Background: an optimization exercise with open tools, aiming at small area and a short achievable clock period. Do not read the settings as production practice. In this exercise RTL edits were held to simulation tests only and were not proved equivalent to the original.

==> flow/design.v (excerpt) <==
module ALU (clk, in_a, in_b, sum, carry_in, carry_out, opcode);
For scale: about 7500 cells after synthesis, roughly 33 flip-flops, about 100 I/O pins.
Settings: LEC_CHECK=0, ABC_AREA=1, CAP_MARGIN=35, CORE_MARGIN=2, CORE_UTILIZATION=55, SLEW_MARGIN=35; clock period 85.0 ns.
standard.sh (not shown) runs the stock make flow with config.mk's settings and CLKGATE_MAP_FILE= SYNTH_SCRIPT=/design/flow/synth_recipe.tcl, a recipe that flattens the netlist after the stock synthesis.
==> flow/flow/run.sh <==
#!/bin/bash
set -euo pipefail
MARGIN=18
bash standard.sh SETUP_SLACK_MARGIN=$MARGIN finish > standard_flow.log 2>&1
The starting point ran to the end with no violations.
Change:
==> flow/flow/run.sh (replaced) <==
#!/bin/bash
set -euo pipefail
MARGIN=21
bash standard.sh SETUP_SLACK_MARGIN=$MARGIN finish > standard_flow.log 2>&1
Effect:
- global-route usage is higher by 0.21 points
- design area is higher slightly
- synthesized area stays the same
- via count is higher slightly
- cell count goes up slightly
- clock-buffer cell count does not change

the baseline:
ALU, a different RTL version from the one above (not shown whole).
For scale: roughly 7200 cells after synthesis, about 33 flip-flops, roughly 100 I/O pins, ~0.046 mm2 of cells after synthesis.
export LEC_CHECK = 0
export ABC_AREA = 1
export CAP_MARGIN = 35
export CORE_MARGIN = 2
export CORE_UTILIZATION = 55
export SLEW_MARGIN = 35
create_clock -name core_clock -period 85.0 [get_ports {clk}]
==> flow/flow/run.sh <==
#!/bin/bash
set -euo pipefail
MARGIN=18
bash standard.sh SETUP_SLACK_MARGIN=$MARGIN finish > standard_flow.log 2>&1
Looking at the reports, the baseline completed the entire flow and the layout it produced met the timing, DRC and antenna checks.
#### Input delta (the candidate over the baseline)
--- a/flow/flow/run.sh
+++ b/flow/flow/run.sh
@@ -3 +3 @@
-MARGIN=18
+MARGIN=21
--- outcome ---
- Final sum of negative setup slack essentially unchanged between the baseline and the candidate.
- Start point of the critical path = in_b[23]: the baseline; start point of the critical path = in_b[3]: the candidate
- [compare] base=the baseline new=the candidate: vias per cell went up 0.075, proportion of layout cells with a drive suffix above 1 higher, maximum frequency climbed 3.7%, filler-free cell count of the finished design increased about 1.6%, area overhead of the layout relative to synthesis increased 5.8 points.
- Compared with the baseline, the candidate shows overall via count from detail_route that has gone up by a few percent.
- Number of signal-net buffers in the layout up 132 in the candidate wrt the baseline
- Compared to the baseline, the candidate leaves less free space in the core.
- Clock network contribution to total cell area: the candidate vs the baseline — no meaningful difference

Starting RTL as in the previous note.
==> flow/design.v (excerpt) <==
module ALU (clk, in_a, in_b, sum, carry_in, carry_out, opcode);
  input wire clk, carry_in;
  input wire [31:0] in_a;
  input wire [31:0] in_b;
  input wire [3:0] opcode;
  output reg [31:0] sum;
  output reg carry_out;
  wire [31:0] a = in_a;
  wire [31:0] b = in_b;
  wire op_add = (opcode == 4'd1);
  wire op_sub = (opcode == 4'd2);
  wire op_mul = (opcode == 4'd3);
  wire op_div = (opcode == 4'd4);
  wire op_shr = (opcode == 4'd5);
  wire op_shl = (opcode == 4'd6);
  wire big = |b[31:5];                  
  wire s32 = b[5] & ~(|b[31:6]) & ~(|b[4:0]);
  wire [31:0] onehot;
  genvar gi;
  generate for (gi = 0; gi < 32; gi = gi + 1) begin : g_oh
    assign onehot[gi] = ~big & (b[4:0] == gi);
  end endgenerate
  wire dmode = op_div | op_shr;         
  wire [31:0] dv = op_shr ? onehot : b;  
  wire [31:0] md = op_shl ? onehot : b;  
  wire [33:0] zb;
  assign zb[33] = 1'b1;
  assign zb[32] = 1'b1;
  wire zo0_1 = dv[30] | dv[31];
  wire zo0_3 = dv[28] | dv[29];
  wire zo0_5 = dv[26] | dv[27];
  wire zo0_7 = dv[24] | dv[25];
  wire zo0_9 = dv[22] | dv[23];
  wire zo0_11 = dv[20] | dv[21];
  wire zo0_13 = dv[18] | dv[19];
  wire zo0_15 = dv[16] | dv[17];
  wire zo0_17 = dv[14] | dv[15];
  wire zo0_19 = dv[12] | dv[13];
  wire zo0_21 = dv[10] | dv[11];
  wire zo0_23 = dv[8] | dv[9];
  wire zo0_25 = dv[6] | dv[7];
  wire zo0_27 = dv[4] | dv[5];
  wire zo0_29 = dv[2] | dv[3];
  wire zo0_31 = dv[0] | dv[1];
  wire zo1_2 = dv[29] | zo0_1;
  wire zo1_3 = zo0_3 | zo0_1;
  wire zo1_6 = dv[25] | zo0_5;
  wire zo1_7 = zo0_7 | zo0_5;
  wire zo1_10 = dv[21] | zo0_9;
  wire zo1_11 = zo0_11 | zo0_9;
  wire zo1_14 = dv[17] | zo0_13;
  wire zo1_15 = zo0_15 | zo0_13;
  wire zo1_18 = dv[13] | zo0_17;
  wire zo1_19 = zo0_19 | zo0_17;
  wire zo1_22 = dv[9] | zo0_21;
  wire zo1_23 = zo0_23 | zo0_21;
  wire zo1_26 = dv[5] | zo0_25;
  wire zo1_27 = zo0_27 | zo0_25;
  wire zo1_30 = dv[1] | zo0_29;
  wire zo1_31 = zo0_31 | zo0_29;
  wire zo2_4 = dv[27] | zo1_3;
  wire zo2_5 = zo0_5 | zo1_3;
  wire zo2_6 = zo1_6 | zo1_3;
  wire zo2_7 = zo1_7 | zo1_3;
  wire zo2_12 = dv[19] | zo1_11;
  wire zo2_13 = zo0_13 | zo1_11;
  wire zo2_14 = zo1_14 | zo1_11;
  wire zo2_15 = zo1_15 | zo1_11;
  wire zo2_20 = dv[11] | zo1_19;
  wire zo2_21 = zo0_21 | zo1_19;
  wire zo2_22 = zo1_22 | zo1_19;
  wire zo2_23 = zo1_23 | zo1_19;
  wire zo2_28 = dv[3] | zo1_27;
  wire zo2_29 = zo0_29 | zo1_27;
  ...
export LEC_CHECK = 0
export ABC_AREA = 1
export CAP_MARGIN = 20
export CORE_MARGIN = 2
export CORE_UTILIZATION = 55
export SLEW_MARGIN = 20
create_clock -name core_clock -period 85.0 [get_ports {clk}]
==> flow/flow/run.sh <==
#!/bin/bash
set -euo pipefail
MARGIN=18
bash standard.sh SETUP_SLACK_MARGIN=$MARGIN finish > standard_flow.log 2>&1
The baseline produced a layout that fails on max-capacitance violations, max-slew violations.
Rerun with:
==> flow/flow/run.sh (replaced) <==
#!/bin/bash
set -euo pipefail
MARGIN=30
bash standard.sh SETUP_SLACK_MARGIN=$MARGIN finish > standard_flow.log 2>&1
The changed run went through all stages and came out clean.
Count of clock-buffer cells in the layout climbs by 1.
Non-clock buffer count climbs by 680.
Final cell count climbs by 8.0%.
Design area climbs by 19%.

## re-timing with driven ports
How much do the figures lean on ideal ports? The routed layouts below were timed once more, with nothing changed but the port constraints.
Step 1 sets driving cells, clkbuf_16 on the clock port and buf_2 on the other inputs (assumed; they add their load-dependent delay and slew).
Step 2 moves the port delays by t, midway between the first and last clock arrival at a register: inputs arrive t later, outputs are due t later. That takes back most of the time a late clock gives input paths.
Three values: no drivers, after step 1, after step 2; two values: the first two.
| run | t (ns) | setup slack, ns | hold WS [ns] | worst setup path at the end | cell pins on the clock port's net |
|---|---|---|---|---|---|
| the first run of note 1 | 0.346 | 21.524 / 21.520 / 21.174 | 17.608 / 17.583 / 17.765 | input to register | 1 |
| the second run of note 1 | 0.348 | 24.129 / 24.150 / 23.803 | 17.434 / 17.414 / 17.761 | input to register | 1 |
| the baseline | 0.362 | 20.860 / 20.830 / 20.468 | 17.334 / 17.312 / 17.674 | input to register | 1 |
| the candidate | 0.356 | 23.178 / 23.163 / 22.807 | 17.284 / 17.266 / 17.622 | input to register | 1 |
| the first run of note 3 | 0.362 | 21.000 / 20.968 / 20.606 | 17.360 / 17.361 / 17.724 | input to register | 1 |
| the second run of note 3 | 0.348 | 23.603 / 23.585 / 23.237 | 17.213 / 17.216 / 17.564 | input to register | 1 |
For the first run of note 3, which loses most, drivers alone change the setup slack by -0.032 ns; drivers and shift together by -0.394 ns.
